Context: an optimization exercise on an open-source flow, tuned for small area, a short achievable clock period and few clock cycles per item. The choices shown serve that exercise and are no tape-out recipe. Where RTL was checked, it was by simulation tests only, not by an equivalence proof against the original. Only the layout flow was run in runs 2 to 4; the RTL was not checked for function there.

**design/flow/design.v**
```verilog
module skinny_top ( 
   cipher_o, done_o,
   input_i, key_i, tweak1_i, tweak2_i, clk_i, rst_i, start_i
   ) ;
   output [127:0] cipher_o;
   output reg 	  done_o;
   input [127:0]  input_i, key_i, tweak1_i, tweak2_i;
   input 	  clk_i, rst_i, start_i;
   reg [127:0] 	  state;
   reg [127:0] 	  key;
	wire [127:0]     next_key;
   reg [127:0] 	  tweak1;
	wire [127:0]     next_tweak1;
   reg [127:0] 	  tweak2;
	wire [127:0]     next_tweak2;
   reg [5:0] 	  constant;
   wire [127:0]   sb, atk, shr, mxc, rkey; 
	assign cipher_o = state;
   always @ (posedge clk_i) begin
      if (!rst_i) begin
	 done_o <= 1;
	 constant <= 6'h01;
      end
      else if (start_i) begin
	 constant <= 6'h01;
	 state <= input_i;
	 key <= key_i;
	 tweak1 <= tweak1_i;
	 tweak2 <= tweak2_i;	 
	 done_o <= 0;	 
      end
      else if (done_o == 0) begin
	 constant <= {constant[4:0],constant[5]^constant[4]^1'b1};
	 state <= mxc;
	 key <= next_key;
	 tweak1 <= next_tweak1;
	 tweak2 <= next_tweak2;
	 if (constant == 6'h1a) begin
	    done_o <= 1;	    
	 end
      end
   end  
   key_expansion tk3 (.ko(next_key), .ki(key));
   tweak2_expansion tk2 (.ko(next_tweak2), .ki(tweak2));
   tweak1_expansion tk1 (.ko(next_tweak1), .ki(tweak1));
   assign rkey = {key[127:64],64'h0} ^ {tweak1[127:64],64'h0} ^ {tweak2[127:64],64'h0}^
		 {4'h0,constant[3:0],24'h0,6'h0,constant[5:4],24'h0,8'h02,56'h0};
   skinny_sbox8_logic sbox00 (.so(sb[  7:  0]), .si(state[  7:  0]));
   skinny_sbox8_logic sbox01 (.so(sb[ 15:  8]), .si(state[ 15:  8]));
   skinny_sbox8_logic sbox02 (.so(sb[ 23: 16]), .si(state[ 23: 16]));
   skinny_sbox8_logic sbox03 (.so(sb[ 31: 24]), .si(state[ 31: 24]));
   skinny_sbox8_logic sbox04 (.so(sb[ 39: 32]), .si(state[ 39: 32]));
   skinny_sbox8_logic sbox05 (.so(sb[ 47: 40]), .si(state[ 47: 40]));
   skinny_sbox8_logic sbox06 (.so(sb[ 55: 48]), .si(state[ 55: 48]));
   skinny_sbox8_logic sbox07 (.so(sb[ 63: 56]), .si(state[ 63: 56]));
   skinny_sbox8_logic sbox08 (.so(sb[ 71: 64]), .si(state[ 71: 64]));
   skinny_sbox8_logic sbox09 (.so(sb[ 79: 72]), .si(state[ 79: 72]));
   skinny_sbox8_logic sbox10 (.so(sb[ 87: 80]), .si(state[ 87: 80]));
   skinny_sbox8_logic sbox11 (.so(sb[ 95: 88]), .si(state[ 95: 88]));
   skinny_sbox8_logic sbox12 (.so(sb[103: 96]), .si(state[103: 96]));
   skinny_sbox8_logic sbox13 (.so(sb[111:104]), .si(state[111:104]));
   skinny_sbox8_logic sbox14 (.so(sb[119:112]), .si(state[119:112]));
   skinny_sbox8_logic sbox15 (.so(sb[127:120]), .si(state[127:120]));
   assign atk = rkey ^ sb;
   assign shr[127:96] =  atk[127:96];
   assign shr[ 95:64] = {atk[ 71:64],atk[95:72]};
   assign shr[ 63:32] = {atk[ 47:32],atk[63:48]};
   assign shr[ 31: 0] = {atk[ 23: 0],atk[31:24]};
   assign mxc[ 95:64] = shr[127:96];
   assign mxc[ 63:32] = shr[ 95:64] ^ shr[63:32];
   assign mxc[ 31: 0] = shr[127:96] ^ shr[63:32];
   assign mxc[127:96] = shr[ 31: 0] ^ mxc[31: 0]; 
endmodule  
module key_expansion ( 
   ko,
   ki
   ) ;
   output [127:0] ko;
   input  [127:0] ki;
   wire [127:0]   kp;
   assign kp[127:120] = ki[ 55: 48];
   assign kp[119:112] = ki[  7:  0];
   assign kp[111:104] = ki[ 63: 56];
   assign kp[103: 96] = ki[ 23: 16];
   assign kp[ 95: 88] = ki[ 47: 40];
   assign kp[ 87: 80] = ki[ 15:  8];
   assign kp[ 79: 72] = ki[ 31: 24];
   assign kp[ 71: 64] = ki[ 39: 32];
   assign kp[ 63: 56] = ki[127:120];
   assign kp[ 55: 48] = ki[119:112];
   assign kp[ 47: 40] = ki[111:104];
   assign kp[ 39: 32] = ki[103: 96];
   assign kp[ 31: 24] = ki[ 95: 88];
   assign kp[ 23: 16] = ki[ 87: 80];
   assign kp[ 15:  8] = ki[ 79: 72];
   assign kp[  7:  0] = ki[ 71: 64];
   assign ko[127:120] = {kp[120]^kp[126],kp[127:121]};
   assign ko[119:112] = {kp[112]^kp[118],kp[119:113]};
   assign ko[111:104] = {kp[104]^kp[110],kp[111:105]};
   assign ko[103: 96] = {kp[ 96]^kp[102],kp[103: 97]};
   assign ko[ 95: 88] = {kp[ 88]^kp[ 94],kp[ 95: 89]};
   assign ko[ 87: 80] = {kp[ 80]^kp[ 86],kp[ 87: 81]};
   assign ko[ 79: 72] = {kp[ 72]^kp[ 78],kp[ 79: 73]};
   assign ko[ 71: 64] = {kp[ 64]^kp[ 70],kp[ 71: 65]};
   assign ko[ 63:  0] = kp[ 63:  0];
endmodule  
module tweak2_expansion ( 
   ko,
   ki
   ) ;
   output [127:0] ko;
   input  [127:0] ki;
   wire [127:0]   kp;
   assign kp[127:120] = ki[ 55: 48];
   assign kp[119:112] = ki[  7:  0];
   assign kp[111:104] = ki[ 63: 56];
   assign kp[103: 96] = ki[ 23: 16];
   assign kp[ 95: 88] = ki[ 47: 40];
   assign kp[ 87: 80] = ki[ 15:  8];
   assign kp[ 79: 72] = ki[ 31: 24];
   assign kp[ 71: 64] = ki[ 39: 32];
   assign kp[ 63: 56] = ki[127:120];
   assign kp[ 55: 48] = ki[119:112];
   assign kp[ 47: 40] = ki[111:104];
   assign kp[ 39: 32] = ki[103: 96];
   assign kp[ 31: 24] = ki[ 95: 88];
   assign kp[ 23: 16] = ki[ 87: 80];
   assign kp[ 15:  8] = ki[ 79: 72];
   assign kp[  7:  0] = ki[ 71: 64];
   assign ko[127:120] = {kp[126:120],kp[127]^kp[125]};   
   assign ko[119:112] = {kp[118:112],kp[119]^kp[117]};   
   assign ko[111:104] = {kp[110:104],kp[111]^kp[109]};   
   assign ko[103: 96] = {kp[102: 96],kp[103]^kp[101]};   
   assign ko[ 95: 88] = {kp[ 94: 88],kp[ 95]^kp[ 93]};   
   assign ko[ 87: 80] = {kp[ 86: 80],kp[ 87]^kp[ 85]};   
   assign ko[ 79: 72] = {kp[ 78: 72],kp[ 79]^kp[ 77]};   
   assign ko[ 71: 64] = {kp[ 70: 64],kp[ 71]^kp[ 69]};   
   assign ko[ 63:  0] = kp[ 63:  0];
endmodule  
module tweak1_expansion ( 
   ko,
   ki
   ) ;
   output [127:0] ko;
   input  [127:0] ki;
   wire [127:0]   kp;
   assign kp[127:120] = ki[ 55: 48];
   assign kp[119:112] = ki[  7:  0];
   assign kp[111:104] = ki[ 63: 56];
   assign kp[103: 96] = ki[ 23: 16];
   assign kp[ 95: 88] = ki[ 47: 40];
   assign kp[ 87: 80] = ki[ 15:  8];
   assign kp[ 79: 72] = ki[ 31: 24];
   assign kp[ 71: 64] = ki[ 39: 32];
   assign kp[ 63: 56] = ki[127:120];
   assign kp[ 55: 48] = ki[119:112];
   assign kp[ 47: 40] = ki[111:104];
   assign kp[ 39: 32] = ki[103: 96];
   assign kp[ 31: 24] = ki[ 95: 88];
   assign kp[ 23: 16] = ki[ 87: 80];
   assign kp[ 15:  8] = ki[ 79: 72];
   assign kp[  7:  0] = ki[ 71: 64];
   assign ko = kp;
endmodule  
module skinny_sbox8_logic (
                     so,
                     si
                     ) ;
   output [7:0] so;
   input [7:0]  si;
   wire [7:0]   a;
   skinny_sbox8_cfn b764 (a[0],si[7],si[6],si[4]);
   skinny_sbox8_cfn b320 (a[1],si[3],si[2],si[0]);
   skinny_sbox8_cfn b216 (a[2],si[2],si[1],si[6]);
   skinny_sbox8_cfn b015 (a[3], a[0], a[1],si[5]);
   skinny_sbox8_cfn b131 (a[4], a[1],si[3],si[1]);
   skinny_sbox8_cfn b237 (a[5], a[2], a[3],si[7]);
   skinny_sbox8_cfn b303 (a[6], a[3], a[0],si[3]);
   skinny_sbox8_cfn b452 (a[7], a[4], a[5],si[2]);
   assign so[6] = a[0];
   assign so[5] = a[1];
   assign so[2] = a[2];
   assign so[7] = a[3];
   assign so[3] = a[4];
   assign so[1] = a[5];
   assign so[4] = a[6];
   assign so[0] = a[7];
endmodule  
module skinny_sbox8_cfn (
                         f,
                         x, y, z
                         ) ;
   output f;
   input  x, y, z;
   assign f = ((~x) & (~y)) ^ z;
endmodule  
```
**design/flow/run.sh**
```bash
#!/bin/bash
# synth_recipe.tcl (not shown) runs the flow's synth.tcl, then flattens the netlist and writes it again
# the make line also repeats each setting of config.mk as NAME=value (left out here)
make -C /OpenROAD-flow-scripts/flow DESIGN_CONFIG=/design/flow/config.mk WORK_HOME=/design/flow/orfs CLKGATE_MAP_FILE= SYNTH_SCRIPT=/design/flow/synth_recipe.tcl finish
```
**design/flow/constraint.sdc**
```tcl
create_clock -name core_clock -period 10.0 [get_ports {clk_i}]
set_input_delay 2.0000 -clock core_clock [delete_from_list [all_inputs] [get_ports {clk_i}]]
set_output_delay 2.0000 -clock core_clock [all_outputs]
set_load 0.01 [all_outputs]
```
**design/flow/config.mk**
```make
export PLATFORM = sky130hd
export DESIGN_NAME = skinny_top
export DESIGN_NICKNAME = skinny_top
export VERILOG_FILES = /design/flow/design.v
export SDC_FILE = /design/flow/constraint.sdc
export NUM_CORES = 4
export LEC_CHECK = 0
export CAP_MARGIN = 20
export CORE_MARGIN = 2
export CORE_UTILIZATION = 40
export SLEW_MARGIN = 20
```
==> run summary, run 1 <==
CP required 10.39 ns; clk_skew 0.03157 ns; CP Class primary input to register; core area 68590 um^2; antenna-violating nets left 0; die height 267.2 um; Area Growth Syn to Fin 30.04%; Post-synth EDFFs 512; CTS tree built; clk sink count 519; measured slew at the worst slew-check pin 1.170 ns; Seq/Total Area, Yosys 55.98%; MaxCap Viol Count 0; critical path data arrival time 5.24 ns; CP peak stage delay 0.79 ns; crit path time final 4.853 ns; initial core utilization 40.41%; Final setup viols 0; CTS Buf Count 58; design area 36040 um^2; DR vias 18593; Chip Width 267.2 um; period utilisation layout 48.53%; Synth Warn # 1; placed cell areas 34170 um^2; Final GP Congestion 0.9144; top-area cell type share of the netlist area 55.48%; number of buffers and inverters on the critical path 4; Wirelength per Cell 28.32 um; ys async rst share 0%; full die area 71410 um^2; WL final 101700 um; fin. max-slew vios 0; DP Wirelength 81420 um; CP endpoint kind register; DRT Pass-1 Iters 8; Hold Crit Class register to register; Slowest-stage cell, CP buf_4; kind of cell adding the most delay to the critical path buffers and inverters; port bufs 643; CTS root buf clkbuf_16; synth top area cells edfxtp_1 55%, mux2_2 16%, xnor2_1 10%; Max Freq 206.1 MHz; Hold Buf Count CTS 0; total gr overflow 0; worst hold slack 0.5411 ns; # fillers 5915; synthesis-stage register bit count 519; final-report hold violation count 0; status complete, no violations; vias in the first global route 18730; most used cell, CP buf_4; cells along the critical path buf_8, buf_4, buf_4, buf_6, mux2_2; I/O pin count 644; Resized cells post-CTS 0; post-DR vias/cell 5.179; H-tree levels 2; commonest non-fill, non-tap cell in the layout clkdlybuf4s50_1; maximum number of pins on one net before global-route repair 200; headroom to the max-slew limit 22.03%; number of nets in the layout 3118; Clock Latency Late Sink 0.64 ns; DRT iter0 DRCs 1692; first-pass GRT wire length 137900 um; Longest Clk Path Bufs 3; CTS clk-pin slew, worst paths 0.06 ns; Distinct cells, synth 43; setup bufs post-CTS 0; syn_nets 2609; Tot GR Track Use 27.84%; drc violations 0; share of cells above drive strength 1 18.32%; most frequent cells in the layout 642 x clkdlybuf4s50_1, 512 x edfxtp_1, 385 x mux2_2; initial antenna violation count 34; unrepaired setup endpoints after global routing no; Synth area leader edfxtp_1; critical path peak fanout 95; Synth Instances 2093; Post-synth top flop edfxtp_1; Cell Rows 96; Mapped Avg Cell Area 13.24 um^2; startpoint types primary input; Mapped Area 27710 um^2
-- layout make-up --
| cell class | instances | area [um^2] | area share (%) |
|---|---|---|---|
| antenna | 12 | 30.03 | 0.08332 |
| timing repair buffer | 653 | 6581 | 18.26 |
| inverter | 4 | 27.53 | 0.07638 |
| multi-input combinational | 1366 | 10920 | 30.30 |
| tap | 931 | 1165 | 3.232 |
| clock inverter | 35 | 282.8 | 0.7846 |
| clock buffer | 70 | 1518 | 4.211 |
| sequential | 519 | 15510 | 43.05 |
-- registers in the layout (all words and copies together) (netlist names) --
register,cells
tweak1,128
key,128
constant,6
done_o,1
state,128
tweak2,128
-- path summary, 6_finish.rpt --
path	from	end	slack, ns	cells after the start
max	start_i	key[35]	5.15	5
min	tweak1[60]	tweak1[108]	0.54	1
max reg2reg	state[39]	state[48]	6.48	7
min reg2reg	tweak1[60]	tweak1[108]	0.54	1
-- logic make-up after synthesis --
kind of cell               share of synthesized area (%)
DFF                                                55.98
and+or+nand+nor                                    6.388
adders and majority gates                        0.04514
buffers and inverters                              4.655
AOI/OAI and AO/OA                                  3.237
xor gates and xnor gates                           13.29
muxes                                              16.40
-- through the flow --
step                      instances  utilization, %  worst slack (ns)  setup TNS (ns)
after floorplan                2093               -            -1.172         -600.71
after global placement         3472           49.83             4.293               0
after detailed placement       3472           49.83             4.265               0
after CTS                      3577           52.45             4.949               0
after global routing           3583           52.52             4.972               0
final                          3590           52.55             5.147               0
-- synthesized netlist by cell type, types with 2 or more instances --
cell and instances:
inv_1 3, xnor3_1 8, nand3_1 18, nand2_1 213, o21a_1 10, or3_1 36, nand4_1 11, mux2_2 385
o22ai_1 5, nor2_1 43, o21ai_1 2, mux2i_1 21, nor4_1 2, buf_1 8, buf_6 2, o21ai_0 134
a211oi_1 5, xor2_1 85, xnor2_1 315, or3_2 2, nor3_1 10, nand3b_1 15, clkbuf_1 62, dfxtp_1 7
and2_1 27, a21oi_1 6, buf_4 128, edfxtp_1 512, nor4_2 2, buf_2 3
-- worst register-to-register path: stages, from the launching register on --
cell	delay, ns
edfxtp_1	0.48
o21a_1	0.27
nor4_2	0.42
mux2i_1	0.35
mux2i_1	0.14
xnor2_1	0.82
xnor3_1	0.54
mux2_2	0.26
-- per-layer routing --
metal | global-route usage, % | routed length [um] | vias to the layer above
met5 | 0 | 308 | -
met4 | 7.971 | 2712 | 48
met3 | 6.878 | 7743 | 144
met2 | 47.88 | 50400 | 725
met1 | 34.64 | 40510 | 9240
li1 | - | - | 8436
Testbench counts, summed over its fixed seeds: cycles 10,504, items 256.
==> inputs of run 2 (changes only) <==
==> design/flow/design.v (replaced) <==
module skinny_top (
   output [127:0] cipher_o,
   output reg     done_o,
   input  [127:0] input_i, key_i, tweak1_i, tweak2_i,
   input          clk_i, rst_i, start_i
   ) ;
   reg [127:0] state, tk1, tk2, tk3;
   reg [5:0]   rc;
   wire [127:0] s  [0:2];
   wire [127:0] t1 [0:2];
   wire [127:0] t2 [0:2];
   wire [127:0] t3 [0:2];
   wire [5:0]   c  [0:2];
   assign cipher_o = state;
   assign s[0] = state;
   assign t1[0] = tk1;
   assign t2[0] = tk2;
   assign t3[0] = tk3;
   assign c[0] = rc;
   genvar g;
   generate for (g = 0; g < 2; g = g + 1) begin : rnd
      skinny_round r (.so(s[g+1]), .si(s[g]), .t1(t1[g]), .t2(t2[g]), .t3(t3[g]), .rc(c[g]));
      skinny_tks ts (.t1o(t1[g+1]), .t2o(t2[g+1]), .t3o(t3[g+1]), .t1(t1[g]), .t2(t2[g]), .t3(t3[g]));
      assign c[g+1] = {c[g][4:0], c[g][5]^c[g][4]^1'b1};
   end endgenerate
   always @(posedge clk_i) begin
      if (!rst_i) begin
         done_o <= 1'b1;
         rc <= 6'h01;
      end else if (start_i) begin
         done_o <= 1'b0;
         rc <= 6'h01;
      end else begin
         rc <= c[2];
         if (rc == 6'h2d) done_o <= 1'b1;
      end
   end
   always @(posedge clk_i) begin
      if (start_i) state <= input_i;
      else if (!done_o) state <= s[2];
   end
   always @(posedge clk_i) begin
      if (start_i) begin
         tk1 <= tweak1_i;
         tk2 <= tweak2_i;
         tk3 <= key_i;
      end else begin
         tk1 <= t1[2];
         tk2 <= t2[2];
         tk3 <= t3[2];
      end
   end
endmodule
module skinny_round (
   output [127:0] so,
   input  [127:0] si, t1, t2, t3,
   input  [5:0]   rc
   ) ;
   wire [127:0] sb, atk;
   wire [31:0]  r0, r1, r2, r3, x02;
   genvar i;
   generate for (i = 0; i < 16; i = i + 1) begin : sbl
      skinny_sbox8_logic sb8 (.so(sb[8*i+7:8*i]), .si(si[8*i+7:8*i]));
   end endgenerate
   assign atk = sb ^ {t1[127:64] ^ t2[127:64] ^ t3[127:64], 64'h0} ^
                {4'h0, rc[3:0], 24'h0, 6'h0, rc[5:4], 24'h0, 8'h02, 56'h0};
   assign r0 = atk[127:96];
   assign r1 = {atk[71:64], atk[95:72]};
   assign r2 = {atk[47:32], atk[63:48]};
   assign r3 = {atk[23:0],  atk[31:24]};
   assign x02 = r0 ^ r2;
   assign so = {x02 ^ r3, r0, r1 ^ r2, x02};
endmodule
module skinny_tks (
   output [127:0] t1o, t2o, t3o,
   input  [127:0] t1, t2, t3
   ) ;
   wire [127:0] p1, p2, p3;
   skinny_perm pm1 (.ko(p1), .ki(t1));
   skinny_perm pm2 (.ko(p2), .ki(t2));
   skinny_perm pm3 (.ko(p3), .ki(t3));
   assign t1o = p1;
   genvar i;
   generate for (i = 8; i < 16; i = i + 1) begin : lf
      assign t2o[8*i+7:8*i] = {p2[8*i+6:8*i], p2[8*i+7] ^ p2[8*i+5]};
      assign t3o[8*i+7:8*i] = {p3[8*i] ^ p3[8*i+6], p3[8*i+7:8*i+1]};
   end endgenerate
   assign t2o[63:0] = p2[63:0];
   assign t3o[63:0] = p3[63:0];
endmodule
module skinny_perm (
   output [127:0] ko,
   input  [127:0] ki
   ) ;
   assign ko = {ki[ 55: 48], ki[  7:  0], ki[ 63: 56], ki[ 23: 16],
                ki[ 47: 40], ki[ 15:  8], ki[ 31: 24], ki[ 39: 32],
                ki[127:120], ki[119:112], ki[111:104], ki[103: 96],
                ki[ 95: 88], ki[ 87: 80], ki[ 79: 72], ki[ 71: 64]};
endmodule
module skinny_sbox8_logic (
   output [7:0] so,
   input  [7:0] si
   ) ;
   wire [7:0] a;
   assign a[0] = ~(si[7] | si[6]) ^ si[4];
   assign a[1] = ~(si[3] | si[2]) ^ si[0];
   assign a[2] = ~(si[2] | si[1]) ^ si[6];
   assign a[3] = ~(a[0]  | a[1])  ^ si[5];
   assign a[4] = ~(a[1]  | si[3]) ^ si[1];
   assign a[5] = ~(a[2]  | a[3])  ^ si[7];
   assign a[6] = ~(a[3]  | a[0])  ^ si[3];
   assign a[7] = ~(a[4]  | a[5])  ^ si[2];
   assign so = {a[3], a[0], a[1], a[6], a[4], a[2], a[5], a[7]};
endmodule
--- a/design/flow/config.mk
+++ b/design/flow/config.mk
@@ -10,2 +10,3 @@
 export CORE_UTILIZATION = 40
+export SETUP_SLACK_MARGIN = 5
 export SLEW_MARGIN = 20
==> run summary, run 2 <==
status complete, no violations; initial antenna violation count 14; most used cell, CP xnor2_2; post-synthesis mux area share 16.45%; DP Wirelength 114900 um; Slowest-stage cell, CP xnor3_2; startpoint types register; Worst Hold End tk2[123]; CP peak stage delay 0.59 ns; hold path startpoint tk2[114]; synth top area cells dfxtp_1 27%, xnor2_1 17%, mux2_2 16%; maximum number of pins on one net before global-route repair 188; CTS root buf clkbuf_16; port bufs 643; Synth area leader dfxtp_1; CTS clk-pin slew, worst paths 0.06 ns; clk sink count 519; highest metal used met5; beginning of the critical path state[63]; clk_skew 0.07409 ns; Synth top cells by count 570 x xnor2_1, 408 x mux2_2, 391 x dfxtp_1; Post-synth top flop dfxtp_1; Mapped Area 29450 um^2; Chip Width 275.3 um; Adder-Cell Fraction of Synth Area 0.04249%; share of cells above drive strength 1 18.33%; Compound-Gate Fraction of Synth Area 5.710%; core area 72960 um^2; Worst R2R Start state[63]; WL final 136400 um; drc violations 0; total gr overflow 0; initial core utilization 40.36%; Wirelength per Cell 31.11 um; CP required 10.37 ns; Max Freq 203.0 MHz; Final GP Congestion 0.9960; largest family of logic cells by synthesized area XOR/XNOR gates; CP Class register to register; XOR/XNOR Fraction of Synth Area 27.14%; critical path data arrival time 5.30 ns; Post-Synth Simple-Gate Area 9.649%; Fin Setup TNS 0 ns; Hold Crit Class register to register; top-area cell type share of the netlist area 26.58%; fin. max-slew vios 0; Worst Reg-to-Reg Cells 15; unrepaired setup endpoints after global routing yes; Synth Instances 2736; measured slew at the worst slew-check pin 1.205 ns; full die area 75810 um^2; most frequent cells in the layout 642 x clkdlybuf4s50_1, 537 x xnor2_1, 408 x mux2_2; number of nets in the layout 3892; Mapped Avg Cell Area 10.76 um^2; Met1 Wirelength 56050 um; crit path time final 4.927 ns; vias in the first global route 23203; synthesis-stage register bit count 519; headroom to the max-slew limit 19.66%; Final WS setup 5.073 ns; post-DR vias/cell 5.362; Area Growth Syn to Fin 33.60%; cells along the critical path nor2_1, xnor2_2, a2111oi_4, mux2i_1, xnor2_2, xnor3_2, mux2i_1, xnor2_2, nand2_1, nand2_1, a2111oi_1, a22oi_2, buf_4, xnor2_1, mux2_2; final-report hold violation count 0; most frequent cell after synthesis xnor2_1; die height 275.3 um; critical path peak fanout 7; MaxCap Viol Count 0; # fillers 6456; Cell Rows 99; Placement Setup Slack 4.302 ns; Detail Route met2 WL 65400 um; first-pass GRT wire length 180600 um; reg2reg end state[24]; ys async rst share 0%; Distinct cells, synth 92; period utilisation layout 49.27%; antenna-violating nets left 0; syn_nets 3252; CTS tree built; Post-synth EDFFs 128; Final setup viols 0; DRT Pass-1 Iters 6; DRT iter0 DRCs 2355; Clock Latency Late Sink 0.68 ns; CTS Buf Count 57; FF-to-FF setup slack 5.07 ns; Synth Warn # 1; Longest Clk Path Bufs 3; Seq/Total Area, Yosys 39.63%; I/O pin count 644; Tot GR Track Use 34.82%; H-tree levels 2; Worst Hold Path Cells 1; worst hold slack 0.4985 ns; metal3 WL 9872 um; CP endpoint kind register; commonest non-fill, non-tap cell in the layout clkdlybuf4s50_1; DR vias 23509
## run 2: changes by cell type in the layout (fill, tap and decap cells not counted), sizes merged, moves of 21 or more
cell and delta:
xor2 +122, nor2 +91, xnor2 +263, dfxtp +384
a21oi +21, edfxtp -384, mux2 +23, xnor3 +36
## run 2: worst max-delay path by stage
stage	end	slack (ns)
6_report	state[24]	5.07
3_5_place_dp	state[105]	4.30
3_3_place_gp	state[105]	4.41
5_1_grt	state[105]	4.91
4_1_cts	state[104]	4.86
2_1_floorplan	done_o	5.27
## run 2: layer usage
layer | vias to the layer above | track usage [%]
met3 | 196 | 6.594
met4 | 12 | 11.24
met1 | 11584 | 44.06
li1 | 10695 | -
met5 | - | 0
met2 | 1022 | 59.74
## run 2: timing repair
action                                  CTS  global route
pin swaps                                 0             9
endpoints found under the setup margin   20            25
buffers inserted                          0            13
hold buffers                              0             0
gates resized for setup                  26            46
endpoints found under the hold margin     0             0
## run 2: through the flow
| step | instances | cell area, um^2 | utilization [%] |
|---|---|---|---|
| 3_3_place_gp | 4263 | 36860 | 50.52 |
| 5_1_grt | 4382 | 39340 | 53.92 |
| 6_report | 4384 | 39340 | 53.92 |
| 3_5_place_dp | 4263 | 36860 | 50.52 |
| 2_1_floorplan | 2736 | 29450 | - |
| 4_1_cts | 4367 | 38910 | 53.34 |
## run 2: area by class of cell
cell class,instances,area (um^2),share of cell area (%)
Timing Repair Buffer,667,6638,16.87
Sequential cell,519,11670,29.67
Tap cell,959,1200,3.050
Clock inverter,23,217.7,0.5534
Antenna cell,4,10.01,0.02544
Clock buffer,81,1648,4.188
Inverter,19,72.57,0.1845
Multi-Input combinational cell,2112,17890,45.46
## run 2: kinds of logic after synthesis
logic type	after synthesis
buffers and inverters	105
AND/OR/NAND/NOR	584
XOR/XNOR	830
flip-flops	519
AO/OA/AOI/OAI	264
adder cells (fa/ha/maj)	1
multiplexers	433
## run 2: worst max-delay path, delay by kind of cell (launching register included)
kind,cells,cell delay (ns)
flip-flops,1,0.54
AND/OR/NAND/NOR,3,0.44
AO/OA/AOI/OAI,3,1.13
XOR/XNOR,5,1.39
buffers and inverters,1,0.20
multiplexers,3,0.95
==> inputs of run 3 (changes only) <==
==> design/flow/flow/run.sh (new file) <==
#!/bin/bash
set -euo pipefail
export BUFFER_PORTS_ARGS="-buffer_cell sky130_fd_sc_hd__buf_1"
bash standard.sh SETUP_SLACK_MARGIN=6 finish > make_finish.log 2>&1
==> design/flow/standard.sh (new file) <==
#!/bin/bash
# synth_recipe.tcl (not shown) runs the flow's synth.tcl, then flattens the netlist and writes it again
# the make line also repeats each setting of config.mk as NAME=value (left out here)
make -C /OpenROAD-flow-scripts/flow DESIGN_CONFIG=/design/flow/config.mk WORK_HOME=/design/flow/orfs CLKGATE_MAP_FILE= SYNTH_SCRIPT=/design/flow/synth_recipe.tcl "${@:-finish}"
--- a/design/flow/config.mk
+++ b/design/flow/config.mk
@@ -10,3 +10,2 @@
 export CORE_UTILIZATION = 40
-export SETUP_SLACK_MARGIN = 5
 export SLEW_MARGIN = 20
removed: design/flow/run.sh
==> run summary, run 3 <==
Wirelength per Cell 28.51 um; most frequent cells in the layout 642 x buf_1, 418 x xnor2_1, 399 x mux2_2; FF-to-FF setup slack 5.42 ns; startpoint types register; H-tree levels 2; final-report hold violation count 0; critical path data arrival time 4.92 ns; Synth Warn # 1; CTS root buf clkbuf_16; antenna-violating nets left 0; Synth top cells by count 570 x xnor2_1, 408 x mux2_2, 391 x dfxtp_1; Hold Crit Class register to register; status complete, no violations; total gr overflow 0; maximum number of pins on one net before global-route repair 183; CP endpoint kind register; CTS clk-pin slew, worst paths 0.06 ns; DR vias 24984; CTS Buf Count 59; Cell Rows 99; fin. max-slew vios 0; Tot GR Track Use 33.83%; initial antenna violation count 22; ys async rst share 0%; port bufs 643; vias in the first global route 24244; Longest Clk Path Bufs 3; die height 275.3 um; top-area cell type share of the netlist area 26.58%; Area Growth Syn to Fin 37.82%; Final GP Congestion 1.015; DRT iter0 DRCs 2072; core area 72960 um^2; CTS tree built; Post-synth EDFFs 128; Hold Buf Count CTS 0; Mapped Area 29450 um^2; most frequent cell after synthesis xnor2_1; I/O pin count 644; Distinct cells, synth 92; Seq/Total Area, Yosys 39.63%; headroom to the max-slew limit 16.96%; CP required 10.34 ns; DP Wirelength 107200 um; clk sink count 519; DRT Pass-1 Iters 6; synth top area cells dfxtp_1 27%, xnor2_1 17%, mux2_2 16%; Synth area leader dfxtp_1; Post-synth top flop dfxtp_1; WL final 133500 um; syn_nets 3252; first-pass GRT wire length 177900 um; Chip Width 275.3 um; MaxCap Viol Count 0; commonest non-fill, non-tap cell in the layout buf_1; Mapped Avg Cell Area 10.76 um^2; drc violations 0; unrepaired setup endpoints after global routing yes; Synth Instances 2736; measured slew at the worst slew-check pin 1.246 ns; crit path time final 4.578 ns; post-DR vias/cell 5.334; synthesis-stage register bit count 519; Fin Setup TNS 0 ns; critical path peak fanout 5; clk_skew 0.04381 ns; period utilisation layout 45.78%; CP Class register to register; Clock Latency Late Sink 0.65 ns; initial core utilization 40.36%; full die area 75810 um^2; Final setup viols 0; Max Freq 218.4 MHz; number of nets in the layout 4186; share of cells above drive strength 1 32.84%
-- run 3: worst max-delay path: stages, from the launching register on --
cell	delay (ns)
edfxtp_1	0.48
or3_4	0.41
nand4_1	0.19
mux2i_2	0.33
mux2i_2	0.31
xnor2_2	0.15
xor2_2	0.23
or4_4	0.55
a31oi_4	0.33
o31ai_4	0.12
nor3b_4	0.19
xnor2_2	0.32
xor2_2	0.14
and3_1	0.17
o31a_1	0.37
-- run 3: final timing paths --
check             start          to  cells after the start
min            tk3[117]    tk3[124]                      1
max          state[115]  state[112]                     14
min reg2reg    tk3[117]    tk3[124]                      1
max reg2reg  state[115]  state[112]                     14
-- run 3: logic make-up after synthesis --
family                     count (synthesis)  synth area share (%)
and+or+nand+nor                          584                 9.649
adders and majority gates                  1               0.04248
xor gates and xnor gates                 830                 27.14
muxes                                    433                 16.45
AOI/OAI and AO/OA                        264                 5.710
buffers and inverters                    105                 1.377
DFF                                      519                 39.63
-- run 3: final cells by class --
| class | count | area, um^2 |
|---|---|---|
| repair buffers | 959 | 4977 |
| flip-flops and latches | 519 | 11680 |
| clock inverters | 20 | 239.0 |
| diodes | 10 | 25.02 |
| clock buffers | 86 | 1762 |
| well taps | 959 | 1200 |
| fillers | 6574 | 32370 |
| multi-input cells | 2112 | 20630 |
| inverters | 19 | 73.82 |
-- run 3: metal layers --
metal  vias to the layer above  routed length, um  track usage (%)
met5                         -                 66                0
met1                     12248              51100            40.89
li1                      11254                  -                -
met2                      1192              63320            56.76
met3                       280              11290            7.838
met4                        10               7754            16.37
-- run 3: metrics by stage --
stage	instances	util [%]	setup WS [ns]	cell area, um^2	hold slack (ns)
after global placement	4259	45.29	4.512	33040	0.4603
final	4684	55.63	5.422	40590	0.4882
after floorplan	2736	-	5.782	29670	0.4534
after global routing	4680	55.62	5.349	40580	0.4993
after detailed placement	4259	45.29	4.494	33040	0.4638
after CTS	4585	53.24	5.585	38840	0.4815
-- run 3: timing repair --
action	CTS	global route
setup buffers	220	89
hold endpoints to repair	0	0
gates resized for setup	329	179
endpoints found under the setup margin	223	87
pin swaps	133	109
==> inputs of run 4 (changes only) <==
--- a/design/flow/design.v
+++ b/design/flow/design.v
@@ -8,7 +8,7 @@
    reg [5:0]   rc;
-   wire [127:0] s  [0:2];
-   wire [127:0] t1 [0:2];
-   wire [127:0] t2 [0:2];
-   wire [127:0] t3 [0:2];
-   wire [5:0]   c  [0:2];
+   wire [127:0] s  [0:1];
+   wire [127:0] t1 [0:1];
+   wire [127:0] t2 [0:1];
+   wire [127:0] t3 [0:1];
+   wire [5:0]   c  [0:1];
    assign cipher_o = state;
@@ -20,3 +20,3 @@
    genvar g;
-   generate for (g = 0; g < 2; g = g + 1) begin : rnd
+   generate for (g = 0; g < 1; g = g + 1) begin : rnd
       skinny_round r (.so(s[g+1]), .si(s[g]), .t1(t1[g]), .t2(t2[g]), .t3(t3[g]), .rc(c[g]));
@@ -33,4 +33,4 @@
       end else begin
-         rc <= c[2];
-         if (rc == 6'h2d) done_o <= 1'b1;
+         rc <= c[1];
+         if (rc == 6'h1a) done_o <= 1'b1;
       end
@@ -39,3 +39,3 @@
       if (start_i) state <= input_i;
-      else if (!done_o) state <= s[2];
+      else if (!done_o) state <= s[1];
    end
@@ -47,5 +47,5 @@
       end else begin
-         tk1 <= t1[2];
-         tk2 <= t2[2];
-         tk3 <= t3[2];
+         tk1 <= t1[1];
+         tk2 <= t2[1];
+         tk3 <= t3[1];
       end
==> design/flow/run.sh (new file) <==
#!/bin/bash
# synth_recipe.tcl (not shown) runs the flow's synth.tcl, then flattens the netlist and writes it again
# the make line also repeats each setting of config.mk as NAME=value (left out here)
make -C /OpenROAD-flow-scripts/flow DESIGN_CONFIG=/design/flow/config.mk WORK_HOME=/design/flow/orfs CLKGATE_MAP_FILE= SYNTH_SCRIPT=/design/flow/synth_recipe.tcl finish
--- a/design/flow/config.mk
+++ b/design/flow/config.mk
@@ -10,2 +10,3 @@
 export CORE_UTILIZATION = 40
+export SETUP_SLACK_MARGIN = 5
 export SLEW_MARGIN = 20
removed: design/flow/flow/run.sh
removed: design/flow/standard.sh
==> run summary, run 4 <==
status complete, no violations; antenna-violating nets left 0; most frequent cells in the layout 642 x clkdlybuf4s50_1, 414 x mux2_2, 391 x dfxtp_1; Slowest-stage cell, CP nand2b_4; Synth Warn # 1; Clock Latency Late Sink 0.62 ns; Synth area leader dfxtp_1; port bufs 643; Final GP Congestion 0.9431; Seq/Total Area, Yosys 51.15%; fin. max-slew vios 0; syn_nets 2404; Hold Buf Count CTS 0; Max Freq 238.2 MHz; period utilisation layout 41.98%; Mapped Avg Cell Area 12.09 um^2; DRT iter0 DRCs 1192; share of cells above drive strength 1 20.37%; CP required 10.23 ns; most frequent cell after synthesis mux2_2; CTS tree built; Synth Instances 1888; CP endpoint kind register; # fillers 4976; CTS Buf Count 56; Tot GR Track Use 29.96%; maximum number of pins on one net before global-route repair 208; top-area cell type share of the netlist area 34.30%; Hold Crit Class register to register; startpoint types primary input; initial core utilization 40.47%; clk sink count 519; Wirelength per Cell 27.44 um; Area Growth Syn to Fin 40.04%; kind of cell adding the most delay to the critical path buffers and inverters; cell count after placement 3219; first-pass GRT wire length 125000 um; Mapped Area 22820 um^2; number of buffers and inverters on the critical path 2; core area 56390 um^2; CP peak stage delay 0.91 ns; Cell Rows 87; CP Class primary input to register; initial antenna violation count 32; unrepaired setup endpoints after global routing no; final-report hold violation count 0; Post-synth top flop dfxtp_1; critical path peak fanout 137; Resized cells post-CTS 0; CTS clk-pin slew, worst paths 0.06 ns; number of nets in the layout 3037; drc violations 0; ys async rst share 0%; full die area 58980 um^2; Final Instance Count excl. Fillers 3333; Post-synth EDFFs 128; synth top area cells dfxtp_1 34%, mux2_2 20%, edfxtp_1 17%; DP Wirelength 75390 um; synthesis-stage register bit count 519; CTS root buf clkbuf_16; DR vias 16865; I/O pin count 644; setup bufs post-CTS 0; H-tree levels 2; Final setup viols 0; Synth top cells by count 414 x mux2_2, 391 x dfxtp_1, 306 x xnor2_1; Distinct cells, synth 34; WL final 91460 um; measured slew at the worst slew-check pin 1.106 ns; Fin Setup TNS 0 ns; cells along the critical path buf_8, nand2b_4, buf_4; Longest Clk Path Bufs 3; vias in the first global route 17146; die height 242.9 um; post-DR vias/cell 5.060; Chip Width 242.9 um; commonest non-fill, non-tap cell in the layout clkdlybuf4s50_1; critical path data arrival time 4.43 ns; total gr overflow 0; clk_skew 0.02141 ns; DRT Pass-1 Iters 5; MaxCap Viol Count 0; headroom to the max-slew limit 26.24%; crit path time final 4.198 ns
==> run 4: path summary, 6_finish.rpt <==
kind	from	endpoint	slack, ns	cells past startpoint
setup reg to reg	state[34]	state[48]	6.56	7
setup / recovery	start_i	state[87]	5.80	3
hold / removal	tk2[2]	tk2[115]	0.44	1
hold reg to reg	tk2[2]	tk2[115]	0.44	1
==> run 4: per-layer routing <==
layer  global-route usage, %  part of all wire (%)
met5                       0                  0.29
met4                   7.218                   2.3
met3                   8.038                   7.3
met2                   53.01                    50
met1                   36.05                    40
==> run 4: stage by stage <==
step / setup slack [ns] / hold slack (ns) / cell area, um^2 / util, %
floorplan: 5.371 / 0.4340 / 22820 / -
global placement: 5.202 / 0.4382 / 29990 / 53.19
CTS: 5.770 / 0.4447 / 31920 / 56.61
finish: 5.802 / 0.4378 / 31960 / 56.67
global route: 5.631 / 0.4605 / 31950 / 56.65
detailed placement: 5.127 / 0.4413 / 29990 / 53.19
==> run 4: cells by family after synthesis <==
| family | after synthesis | synth area share, % |
|---|---|---|
| DFF | 519 | 51.15 |
| muxes | 432 | 21.24 |
| xor gates and xnor gates | 406 | 16.10 |
| and+or+nand+nor | 304 | 6.750 |
| AOI/OAI and AO/OA | 151 | 3.449 |
| buffers and inverters | 75 | 1.267 |
| adders and majority gates | 1 | 0.05482 |
==> run 4: area by class of cell <==
type	count	area (um^2)	share of cell area [%]
clock buffers	82	1710	5.352
repair buffers	647	6496	20.33
multi-input cells	1294	10870	34.01
diodes	14	35.03	0.1096
well taps	756	945.9	2.960
flip-flops and latches	519	11670	36.52
inverters	3	11.26	0.03524
clock inverters	18	219.0	0.6852
==> run 4: worst register-to-register path, cell delays in order, from the launching register on <==
cell and delay, ns:
edfxtp_1 0.56, o21a_1 0.28, nor4_2 0.34, mux2i_1 0.36, mux2i_1 0.15, xnor2_1 0.67, xnor3_1 0.56, mux2_2 0.27
==> inputs of run 5 (changes only) <==
--- a/design/flow/design.v
+++ b/design/flow/design.v
@@ -8,7 +8,8 @@
    reg [5:0]   rc;
-   wire [127:0] s  [0:1];
-   wire [127:0] t1 [0:1];
-   wire [127:0] t2 [0:1];
-   wire [127:0] t3 [0:1];
-   wire [5:0]   c  [0:1];
+   reg         busy;    
+   wire [127:0] s  [0:2];
+   wire [127:0] t1 [0:2];
+   wire [127:0] t2 [0:2];
+   wire [127:0] t3 [0:2];
+   wire [5:0]   c  [0:2];
    assign cipher_o = state;
@@ -20,3 +21,3 @@
    genvar g;
-   generate for (g = 0; g < 1; g = g + 1) begin : rnd
+   generate for (g = 0; g < 2; g = g + 1) begin : rnd
       skinny_round r (.so(s[g+1]), .si(s[g]), .t1(t1[g]), .t2(t2[g]), .t3(t3[g]), .rc(c[g]));
@@ -28,2 +29,3 @@
          done_o <= 1'b1;
+         busy <= 1'b0;
          rc <= 6'h01;
@@ -31,22 +33,23 @@
          done_o <= 1'b0;
+         busy <= 1'b1;
          rc <= 6'h01;
       end else begin
-         rc <= c[1];
-         if (rc == 6'h1a) done_o <= 1'b1;
+         rc <= c[2];
+         if (rc == 6'h2d) begin
+            done_o <= 1'b1;
+            busy <= 1'b0;
+         end
       end
    end
+   wire [127:0] ld   = {128{start_i}};
+   wire [127:0] run  = {128{busy}};
+   wire [127:0] idle = {128{done_o}};
+   wire [127:0] hold = {128{done_o & ~start_i}};
    always @(posedge clk_i) begin
-      if (start_i) state <= input_i;
-      else if (!done_o) state <= s[1];
+      state <= (ld & input_i) | (run & s[2]) | (hold & state);
    end
    always @(posedge clk_i) begin
-      if (start_i) begin
-         tk1 <= tweak1_i;
-         tk2 <= tweak2_i;
-         tk3 <= key_i;
-      end else begin
-         tk1 <= t1[1];
-         tk2 <= t2[1];
-         tk3 <= t3[1];
-      end
+      tk1 <= (idle & tweak1_i) | (run & t1[2]);
+      tk2 <= (idle & tweak2_i) | (run & t2[2]);
+      tk3 <= (idle & key_i)    | (run & t3[2]);
    end
==> design/flow/flow/run.sh (new file) <==
#!/bin/bash
set -euo pipefail
export BUFFER_PORTS_ARGS="-buffer_cell sky130_fd_sc_hd__buf_1"
bash standard.sh SETUP_SLACK_MARGIN=0 finish > make_finish.log 2>&1
==> design/flow/standard.sh (new file) <==
#!/bin/bash
# synth_recipe.tcl (not shown) runs the flow's synth.tcl, then flattens the netlist and writes it again
# the make line also repeats each setting of config.mk as NAME=value (left out here)
make -C /OpenROAD-flow-scripts/flow DESIGN_CONFIG=/design/flow/config.mk WORK_HOME=/design/flow/orfs CLKGATE_MAP_FILE= SYNTH_SCRIPT=/design/flow/synth_recipe.tcl "${@:-finish}"
--- a/design/flow/config.mk
+++ b/design/flow/config.mk
@@ -10,3 +10,2 @@
 export CORE_UTILIZATION = 40
-export SETUP_SLACK_MARGIN = 5
 export SLEW_MARGIN = 20
removed: design/flow/run.sh
==> run summary, run 5 <==
status complete, no violations; startpoint types register; number of buffers and inverters on the critical path 0; post-DR vias/cell 5.634; Clock Latency Late Sink 0.65 ns; most frequent cell after synthesis xnor2_1; CTS Buf Count 57; hold path startpoint tk1[112]; DRT iter0 DRCs 3380; maximum number of pins on one net before global-route repair 211; total gr overflow 0; Worst R2R Start state[66]; Cell Rows 97; Seq/Total Area, Yosys 37.13%; Synth Warn # 1; period utilisation layout 52.27%; FF-to-FF setup slack 4.77 ns; Worst Reg-to-Reg Cells 14; core area 69660 um^2; most frequent cells in the layout 642 x buf_1, 576 x xnor2_1, 518 x dfxtp_1; CTS root buf clkbuf_16; MaxCap Viol Count 0; Slowest-stage cell, CP a211oi_2; kind of cell adding the most delay to the critical path XOR/XNOR gates; Longest Clk Path Bufs 3; full die area 72220 um^2; Hold Buf Count CTS 0; CP peak stage delay 0.79 ns; ys async rst share 0%; DR vias 24778; drc violations 0; Synth Instances 2838; DRT Pass-1 Iters 10; Distinct cells, synth 88; setup bufs post-CTS 0; Hold Crit Class register to register; fin. max-slew vios 0; top-area cell type share of the netlist area 37.13%; headroom to the max-slew limit 24.01%; synthesis-stage register bit count 520; cells along the critical path or3_1, nand4_1, xor2_1, xnor2_1, xnor2_1, nor2_1, xnor2_1, nor2_1, a211oi_2, nand2_1, xnor2_1, xor2_1, xnor2_1, o21ai_0; critical path peak fanout 7; initial antenna violation count 16; Placement Setup Slack 4.964 ns; CP required 10.49 ns; most used cell, CP xnor2_1; DP Wirelength 106700 um; unrepaired setup endpoints after global routing no; Worst Hold End tk1[120]; clk_skew 0.04722 ns; Post-synth top flop dfxtp_1; I/O pin count 644; Mapped Avg Cell Area 9.879 um^2; Synth top cells by count 576 x xnor2_1, 520 x dfxtp_1, 370 x a22o_1; critical path data arrival time 5.72 ns; Final GP Congestion 1.008; share of cells above drive strength 1 5.080%; final-report hold violation count 0; Tot GR Track Use 34.84%; Final setup viols 0; crit path time final 5.227 ns; WL final 130400 um; die height 268.7 um; clk sink count 520; port bufs 643; Final Instance Count excl. Fillers 4398; Chip Width 268.7 um; synth top area cells dfxtp_1 37%, xnor2_1 18%, a22o_1 12%; vias in the first global route 23298; Worst Hold Path Cells 1; Mapped Area 28040 um^2; Max Freq 191.3 MHz; Final WS setup 4.773 ns; first-pass GRT wire length 175400 um; CTS tree built; Fin Setup TNS 0 ns; CP endpoint kind register; Resized cells post-CTS 0; CTS clk-pin slew, worst paths 0.06 ns; syn_nets 3354; Area Growth Syn to Fin 18.12%; reg2reg end state[105]; H-tree levels 2; antenna-violating nets left 0; initial core utilization 40.24%; Wirelength per Cell 29.65 um; number of nets in the layout 3914; measured slew at the worst slew-check pin 1.140 ns; cell count after placement 4279; Synth area leader dfxtp_1; CP Class register to register; commonest non-fill, non-tap cell in the layout buf_1; Post-synth EDFFs 0
run 5: area by class of cell:
class / instances / area, um^2
fill: 6865 / 36550
multi-input combinational: 2046 / 16590
sequential: 520 / 10420
timing repair buffer: 653 / 2530
clock buffer: 89 / 1747
tap: 940 / 1176
inverter: 120 / 450.4
clock inverter: 17 / 176.4
antenna: 13 / 32.53
run 5: layer usage:
layer / global-route usage [%] / vias to the layer above / wire (um)
met5: 0 / - / 35
met4: 14.95 / 6 / 5817
li1: - / 11271 / -
met2: 56.48 / 1319 / 59920
met3: 6.630 / 205 / 11860
met1: 45.25 / 11977 / 52780
run 5: worst max path at each step:
stage               from          to  cells past startpoint
2_1_floorplan  state[34]   state[96]                     14
3_3_place_gp   state[66]  state[105]                     14
3_5_place_dp   state[66]  state[105]                     14
4_1_cts        state[66]  state[105]                     14
5_1_grt        state[66]  state[105]                     14
6_report       state[66]  state[105]                     14
run 5: metrics by stage:
stage	hold slack [ns]	area, um^2	util, %
after floorplan	0.4411	28040	-
after global placement	0.4650	31160	44.73
after detailed placement	0.4651	31160	44.73
after CTS	0.4796	33080	47.49
after global routing	0.4958	33100	47.51
final	0.4738	33120	47.54
run 5: kinds of logic after synthesis:
kind of cell | Yosys count | share of synthesized area [%]
AO/OA/AOI/OAI | 739 | 21.33
adder cells (fa/ha/maj) | 1 | 0.04462
AND/OR/NAND/NOR | 454 | 8.346
multiplexers | 17 | 0.6561
flip-flops | 520 | 37.13
XOR/XNOR | 835 | 28.75
buffers and inverters | 272 | 3.735
Testbench counts of run 5, summed over its fixed seeds: cycles 5,384, items 256.
==> inputs of run 6 (changes only) <==
--- a/design/flow/config.mk
+++ b/design/flow/config.mk
@@ -7,2 +7,3 @@
 export LEC_CHECK = 0
+export ABC_AREA = 1
 export CAP_MARGIN = 20
==> run summary, run 6 <==
synth top area cells dfxtp_1 35%, nand2_1 14%, a22o_1 8.3%; Synth top cells by count 1111 x nand2_1, 520 x dfxtp_1, 380 x nand3_1; MaxCap Viol Count 0; Post-Synth Simple-Gate Area 28.81%; DR vias 30324; FF-to-FF setup slack 5.82 ns; CP peak stage delay 0.66 ns; number of buffers and inverters on the critical path 0; post-DR vias/cell 5.454; CTS Buf Count 58; DP Wirelength 125000 um; setup bufs post-CTS 0; CP required 10.49 ns; I/O pin count 644; Slowest-stage cell, CP xnor2_1; Post-synth EDFFs 0; kind of cell adding the most delay to the critical path simple AND/OR/NAND/NOR gates; share of cells above drive strength 1 9.404%; vias in the first global route 27922; clk sink count 520; Seq/Total Area, Yosys 34.53%; Hold Buf Count CTS 0; first-pass GRT wire length 202600 um; Fin Setup TNS 0 ns; die height 278.5 um; initial antenna violation count 14; unrepaired setup endpoints after global routing no; Tot GR Track Use 36.93%; worst hold slack 0.4614 ns; top-area cell type share of the netlist area 34.53%; Adder-Cell Fraction of Synth Area 0.04151%; Cell Rows 100; WL final 148600 um; most frequent cell after synthesis nand2_1; startpoint types register; Area Growth Syn to Fin 17.77%; metal3 WL 11370 um; full die area 77570 um^2; post-synthesis mux area share 0%; Max Freq 239.1 MHz; CTS root buf clkbuf_16; commonest non-fill, non-tap cell in the layout nand2_1; status complete, no violations; number of nets in the layout 5054; fin. max-slew vios 0; period utilisation layout 41.83%; critical path data arrival time 4.68 ns; synthesis-stage register bit count 520; total gr overflow 0; Mapped Avg Cell Area 7.637 um^2; CTS tree built; clk_skew 0.04531 ns; critical path peak fanout 6; Hold Crit Class register to register; Chip Width 278.5 um; CP endpoint kind register; Mapped Area 30140 um^2; largest family of logic cells by synthesized area simple AND/OR/NAND/NOR gates; cells along the critical path nor3_1, nor2_1, nand3_1, nand2_1, nand3b_2, nand3_1, nand2_1, nand2_2, xnor2_1, xor2_1, xnor2_1, o221ai_1; Distinct cells, synth 46; Compound-Gate Fraction of Synth Area 13.69%; Wirelength per Cell 26.72 um; Detail Route met2 WL 66670 um; Synth Instances 3947; Synth Warn # 1; Final setup viols 0; initial core utilization 40.42%; final-report hold violation count 0; Longest Clk Path Bufs 3; core area 74570 um^2; highest metal used met5; Clock Latency Late Sink 0.65 ns; headroom to the max-slew limit 24.89%; most frequent cells in the layout 1111 x nand2_1, 642 x buf_1, 518 x dfxtp_1; syn_nets 4463; drc violations 0; CP Class register to register; CTS clk-pin slew, worst paths 0.06 ns; measured slew at the worst slew-check pin 1.127 ns; maximum number of pins on one net before global-route repair 102; DRT Pass-1 Iters 6; DRT iter0 DRCs 3262; Post-synth top flop dfxtp_1; Met1 Wirelength 61490 um; Final GP Congestion 1.035; crit path time final 4.183 ns; XOR/XNOR Fraction of Synth Area 16.76%; Synth area leader dfxtp_1; port bufs 643; Resized cells post-CTS 0; # fillers 7667; ys async rst share 0%; H-tree levels 2; antenna-violating nets left 0
run 6: worst register-to-register path, delay by kind of cell (launching register included):
kind | cells | cell delay, ns
flip-flops | 1 | 0.64
AND/OR/NAND/NOR | 8 | 1.63
AO/OA/AOI/OAI | 1 | 0.18
XOR/XNOR | 3 | 1.61
run 6: final cells by class:
type                            instances  area (um^2)  area share, %
Inverter                              364         1374          3.870
Multi-Input combinational cell       2936        17880          50.36
Sequential cell                       520        10420          29.34
Timing Repair Buffer                  658         2530          7.126
Clock buffer                           79         1680          4.733
Tap cell                              969         1212          3.415
Antenna cell                            8        20.02        0.05639
Clock inverter                         26        387.9          1.093
run 6: worst paths after layout:
kind,startpoint,end,cells past startpoint
min reg2reg,tk3[109],tk3[92],2
min,tk3[109],tk3[92],2
max,state[3],state[110],12
max reg2reg,state[3],state[110],12
run 6: kinds of logic (layout without fill, tap and decap cells):
| family | count (synthesis) | after routing |
|---|---|---|
| DFF | 520 | 520 |
| other | 0 | 8 |
| adders and majority gates | 1 | 1 |
| AOI/OAI and AO/OA | 543 | 543 |
| and+or+nand+nor | 1863 | 1863 |
| xor gates and xnor gates | 529 | 529 |
| buffers and inverters | 491 | 1127 |
run 6: layer usage:
| layer | GRT usage, % | vias to the layer above |
|---|---|---|
| li1 | - | 14195 |
| met1 | 47.64 | 14401 |
| met2 | 59.50 | 1428 |
| met3 | 5.902 | 290 |
| met4 | 19.20 | 10 |
| met5 | 0 | - |
run 6: per-stage QoR:
step                setup WS (ns)  instance area [um^2]  std cells  util [%]
finish                      5.817                 35500       5560     47.61
global route                5.645                 35490       5557     47.60
CTS                         5.860                 35480       5552     47.58
detailed placement          5.844                 33410       5447     44.81
global placement            5.810                 33410       5447     44.81
floorplan                   7.074                 30140       3947         -
==> inputs of run 7 (changes only) <==
==> design/flow/flow/run.sh (replaced) <==
#!/bin/bash
set -euo pipefail
export BUFFER_PORTS_ARGS="-buffer_cell sky130_fd_sc_hd__buf_1"
bash standard.sh SETUP_SLACK_MARGIN=5 finish > make_finish.log 2>&1
--- a/design/flow/config.mk
+++ b/design/flow/config.mk
@@ -7,3 +7,2 @@
 export LEC_CHECK = 0
-export ABC_AREA = 1
 export CAP_MARGIN = 20
==> run summary, run 7 <==
vias in the first global route 23332; DR vias 24861; CTS Buf Count 57; post-DR vias/cell 5.652; FF-to-FF setup slack 5.10 ns; Cell Rows 97; first-pass GRT wire length 175400 um; share of cells above drive strength 1 5.254%; Area Growth Syn to Fin 18.32%; startpoint types register; Tot GR Track Use 34.83%; Wirelength per Cell 29.67 um; Clock Latency Late Sink 0.65 ns; measured slew at the worst slew-check pin 1.183 ns; most frequent cell after synthesis xnor2_1; initial core utilization 40.24%; CTS clk-pin slew, worst paths 0.06 ns; CP endpoint kind register; synthesis-stage register bit count 520; clk sink count 520; setup bufs post-CTS 0; H-tree levels 2; MaxCap Viol Count 0; Synth area leader dfxtp_1; critical path peak fanout 10; most frequent cells in the layout 642 x buf_1, 572 x xnor2_1, 518 x dfxtp_1; Longest Clk Path Bufs 3; Synth Instances 2838; die height 268.7 um; port bufs 643; Final WS setup 5.104 ns; antenna-violating nets left 0; status complete, no violations; number of nets in the layout 3914; worst hold slack 0.4714 ns; full die area 72220 um^2; critical path data arrival time 5.36 ns; DRT iter0 DRCs 3536; DRT Pass-1 Iters 13; WL final 130500 um; syn_nets 3354; Mapped Avg Cell Area 9.879 um^2; cell count after placement 4279; synth top area cells dfxtp_1 37%, xnor2_1 18%, a22o_1 12%; final-report hold violation count 0; I/O pin count 644; CTS root buf clkbuf_16; Chip Width 268.7 um; ys async rst share 0%; period utilisation layout 48.96%; commonest non-fill, non-tap cell in the layout buf_1; CP Class register to register; Post-synth top flop dfxtp_1; unrepaired setup endpoints after global routing yes; top-area cell type share of the netlist area 37.13%; Synth Warn # 1; DP Wirelength 106700 um; crit path time final 4.896 ns; Final GP Congestion 1.008; Max Freq 204.2 MHz; Placement Setup Slack 4.964 ns; Distinct cells, synth 88; Final setup viols 0; total gr overflow 0; Mapped Area 28040 um^2; Seq/Total Area, Yosys 37.13%; CTS tree built; initial antenna violation count 16; Hold Crit Class register to register; Synth top cells by count 576 x xnor2_1, 520 x dfxtp_1, 370 x a22o_1; fin. max-slew vios 0; Fin Setup TNS 0 ns; maximum number of pins on one net before global-route repair 211; Final Instance Count excl. Fillers 4399; drc violations 0; core area 69660 um^2; Post-synth EDFFs 0; CP required 10.47 ns; headroom to the max-slew limit 21.12%; clk_skew 0.05024 ns
==> run 7: layer usage <==
metal  wire, um  part of all wire (%)  vias to the layer above  global-route usage, %
met5         47                 0.036                        -                      0
met4       5857                   4.5                        8                  14.95
met1      52740                    40                    12030                  45.25
li1           -                     -                    11288                      -
met3      11790                   9.0                      210                  6.475
met2      60070                    46                     1325                  56.53
==> run 7: final timing paths <==
path / end / depth (start not counted) / from
min: tk1[120] / 1 / tk1[112]
max: state[108] / 14 / state[42]
min reg2reg: tk1[120] / 1 / tk1[112]
max reg2reg: state[108] / 14 / state[42]
==> run 7: timing repair <==
action,CTS,global route
hold buffers,0,0
resized for setup,1,7
setup endpoints to repair,1,11
pin swaps,0,0
==> run 7: cell families (layout without fill, tap and decap cells) <==
kind of cell	count (synthesis)	after routing	share of synthesized area (%)
other	0	14	0
xor gates and xnor gates	835	835	28.75
muxes	17	17	0.6561
DFF	520	520	37.13
buffers and inverters	272	879	3.735
AOI/OAI and AO/OA	739	739	21.33
and+or+nand+nor	454	454	8.346
adders and majority gates	1	1	0.04462
==> run 7: cell type report <==
type                            count  area (um^2)
Timing Repair Buffer              653         2530
Antenna cell                       14        35.03
Fill cell                        6857        36490
Multi-Input combinational cell   2046        16640
Clock inverter                     17        176.4
Tap cell                          940         1176
Inverter                          120        450.4
Sequential cell                   520        10420
Clock buffer                       89         1747
==> run 7: stage by stage <==
step                      cell area [um^2]  util, %
after detailed placement             31160    44.73
after global placement               31160    44.73
after CTS                            33090    47.50
final                                33170    47.61
after floorplan                      28040        -
after global routing                 33150    47.59
==> run 7: critical path: stages (launching register included) <==
cell and delay [ns]:
dfxtp_1 0.41, or3_1 0.42, nand4_1 0.14, xor2_2 0.38, nand2_1 0.13, a41oi_2 0.35
nor2_2 0.12, xnor2_2 0.37, xor2_1 0.71, a211oi_4 0.27, nor2b_1 0.23, xnor2_1 0.46
xnor2_1 0.23, xnor2_1 0.38, o21ai_0 0.12
==> inputs of run 8 (changes only) <==
==> design/flow/flow/run.sh (replaced) <==
#!/bin/bash
set -euo pipefail
export BUFFER_PORTS_ARGS="-buffer_cell sky130_fd_sc_hd__buf_1"
bash standard.sh SETUP_SLACK_MARGIN=5.5 finish > make_finish.log 2>&1
==> run summary, run 8 <==
drc violations 0; H-tree levels 2; crit path time final 4.516 ns; CTS Buf Count 57; most frequent cells in the layout 642 x buf_1, 527 x xnor2_1, 503 x dfxtp_1; synthesis-stage register bit count 520; DR vias 24963; startpoint types register; Wirelength per Cell 29.67 um; # fillers 6801; CTS tree built; initial antenna violation count 15; full die area 72220 um^2; Distinct cells, synth 88; CP Class register to register; fin. max-slew vios 0; CTS root buf clkbuf_16; top-area cell type share of the netlist area 37.13%; Worst Hold Path Cells 1; fin util 48.94%; CP endpoint kind register; Synth top cells by count 576 x xnor2_1, 520 x dfxtp_1, 370 x a22o_1; antenna-violating nets left 0; synth top area cells dfxtp_1 37%, xnor2_1 18%, a22o_1 12%; FF+latch area 10440 um^2; Synth area leader dfxtp_1; CP required 10.46 ns; Post-synth EDFFs 0; WL final 131300 um; Final setup viols 0; Mapped Avg Cell Area 9.879 um^2; Cell Rows 97; MaxCap Viol Count 0; Seq/Total Area, Yosys 37.13%; Fin Setup TNS 0 ns; core area 69660 um^2; status complete, no violations; final-report hold violation count 0; Area Growth Syn to Fin 21.60%; initial core utilization 40.24%; Worst Reg-to-Reg Cells 13; most frequent cell after synthesis xnor2_1; number of nets in the layout 3940; DRT Pass-1 Iters 13; Synth Warn # 1; critical path data arrival time 4.98 ns; die height 268.7 um; commonest non-fill, non-tap cell in the layout buf_1; port bufs 643; first-pass GRT wire length 175700 um; DRT iter0 DRCs 3345; post-DR vias/cell 5.640; total gr overflow 0; Chip Width 268.7 um; critical path peak fanout 5; clk sink count 520; Clock Latency Late Sink 0.65 ns; CTS clk-pin slew, worst paths 0.06 ns; Synth Instances 2838; unrepaired setup endpoints after global routing yes; period utilisation layout 45.16%; maximum number of pins on one net before global-route repair 211; Longest Clk Path Bufs 3; vias in the first global route 23413; clk_skew 0.05019 ns; measured slew at the worst slew-check pin 1.177 ns; I/O pin count 644; DP Wirelength 106700 um; Max Freq 221.4 MHz; Final GP Congestion 1.008; syn_nets 3354; headroom to the max-slew limit 21.54%; share of cells above drive strength 1 8.672%; Post-synth top flop dfxtp_1; area of the multi-input gates 17330 um^2; Tot GR Track Use 34.89%; Mapped Area 28040 um^2; ys async rst share 0%; Hold Crit Class register to register; Hold Buf Count CTS 0
[run 8: cell types whose count changed in the layout (fill, tap and decap cells not counted), sizes merged]
cell and delta:
diode +1, buf +26
[run 8: metal layers]
layer  part of all wire, %  routed length (um)  global-route usage [%]
met1                    40               52800                   45.54
met2                    46               59900                   56.12
met5                 0.027                  35                       0
met3                   9.2               12040                   6.274
met4                   5.0                6523                   15.93
[run 8: worst max-delay path, cell delays in order, from the launching register on]
cell,delay [ns]
dfxtp_2,0.38
or3_1,0.41
and2_1,0.22
xnor2_1,0.48
a211oi_1,0.18
xnor2_1,0.68
nor2_1,0.14
xnor2_1,0.62
nand2_1,0.13
xor2_1,0.51
nor2_1,0.11
xnor2_1,0.16
xnor2_1,0.23
o21ai_0,0.11
[run 8: final timing paths]
check                                 from        end  slack, ns
worst max-delay path            state[110]  state[32]       5.48
worst min-delay path              tk1[112]   tk1[120]       0.47
worst max register to register  state[110]  state[32]       5.48
worst min register to register    tk1[112]   tk1[120]       0.47
[run 8: final cells by class]
cell class / instances / area share, %
well taps: 940 / 3.450
inverters: 120 / 1.321
clock buffers: 89 / 5.124
clock inverters: 17 / 0.5175
flip-flops and latches: 520 / 30.61
diodes: 15 / 0.1101
multi-input cells: 2046 / 50.84
repair buffers: 679 / 8.030
[run 8: kinds of logic (layout without fill, tap and decap cells)]
kind of cell	after synthesis	count (layout)	synth area share (%)
compound gates	739	739	21.33
xor+xnor	835	835	28.75
buf+inv	272	905	3.735
fa+ha+maj	1	1	0.04462
other cells	0	15	0
simple gates	454	454	8.346
mux	17	17	0.6561
flops	520	520	37.13
[run 8: per-stage QoR]
| stage | hold slack [ns] | setup slack [ns] | instances | area (um^2) |
|---|---|---|---|---|
| global placement | 0.4650 | 4.981 | 4279 | 31160 |
| finish | 0.4747 | 5.484 | 4426 | 34090 |
| global route | 0.4958 | 5.456 | 4417 | 34070 |
| CTS | 0.4796 | 5.449 | 4391 | 33380 |
| detailed placement | 0.4651 | 4.964 | 4279 | 31160 |
| floorplan | 0.4411 | 6.003 | 2838 | 28040 |
[run 8: timing repair]
action,4_1_cts,5_1_grt
endpoints found under the setup margin,33,49
resized for setup,36,89
setup buffers,6,20
pin swaps,4,20

## port drivers added, routing unchanged
In the flow no input, the clock included, has a driving cell. The finished layouts below were timed again as built, in two steps.
Step 1 sets driving cells, clkbuf_16 on the clock port and buf_2 on the other inputs (assumed; they add their load-dependent delay and slew).
Step 2, shift: input delay + t, output delay - t, t = (earliest + latest rising clock arrival at the registers) / 2. This alone moves slack from input paths to output paths.
Three values: ideal, step 1, step 2; two values: the first two.
| run | shift t [ns] | setup slack, ns | worst setup path at the end |
|---|---|---|---|
| run 1 | 0.692 | 5.147 / 5.155 / 4.463 | input to register |
| run 2 | 0.715 | 5.073 / 5.073 / 4.647 | input to register |
| run 3 | 0.696 | 5.422 / 5.422 / 5.239 | input to register |
| run 4 | 0.673 | 5.802 / 5.814 / 5.141 | input to register |
| run 5 | 0.690 | 4.773 / 4.773 / 4.773 | register to register |
| run 6 | 0.692 | 5.817 / 5.815 / 5.781 | input to register |
| run 7 | 0.687 | 5.104 / 5.104 / 5.104 | register to register |
| run 8 | 0.684 | 5.484 / 5.484 / 5.484 | register to register |
After both steps setup and hold are still met in every run listed. For run 1, which loses most, drivers alone change the setup slack by +0.008 ns; drivers and shift together by -0.684 ns.
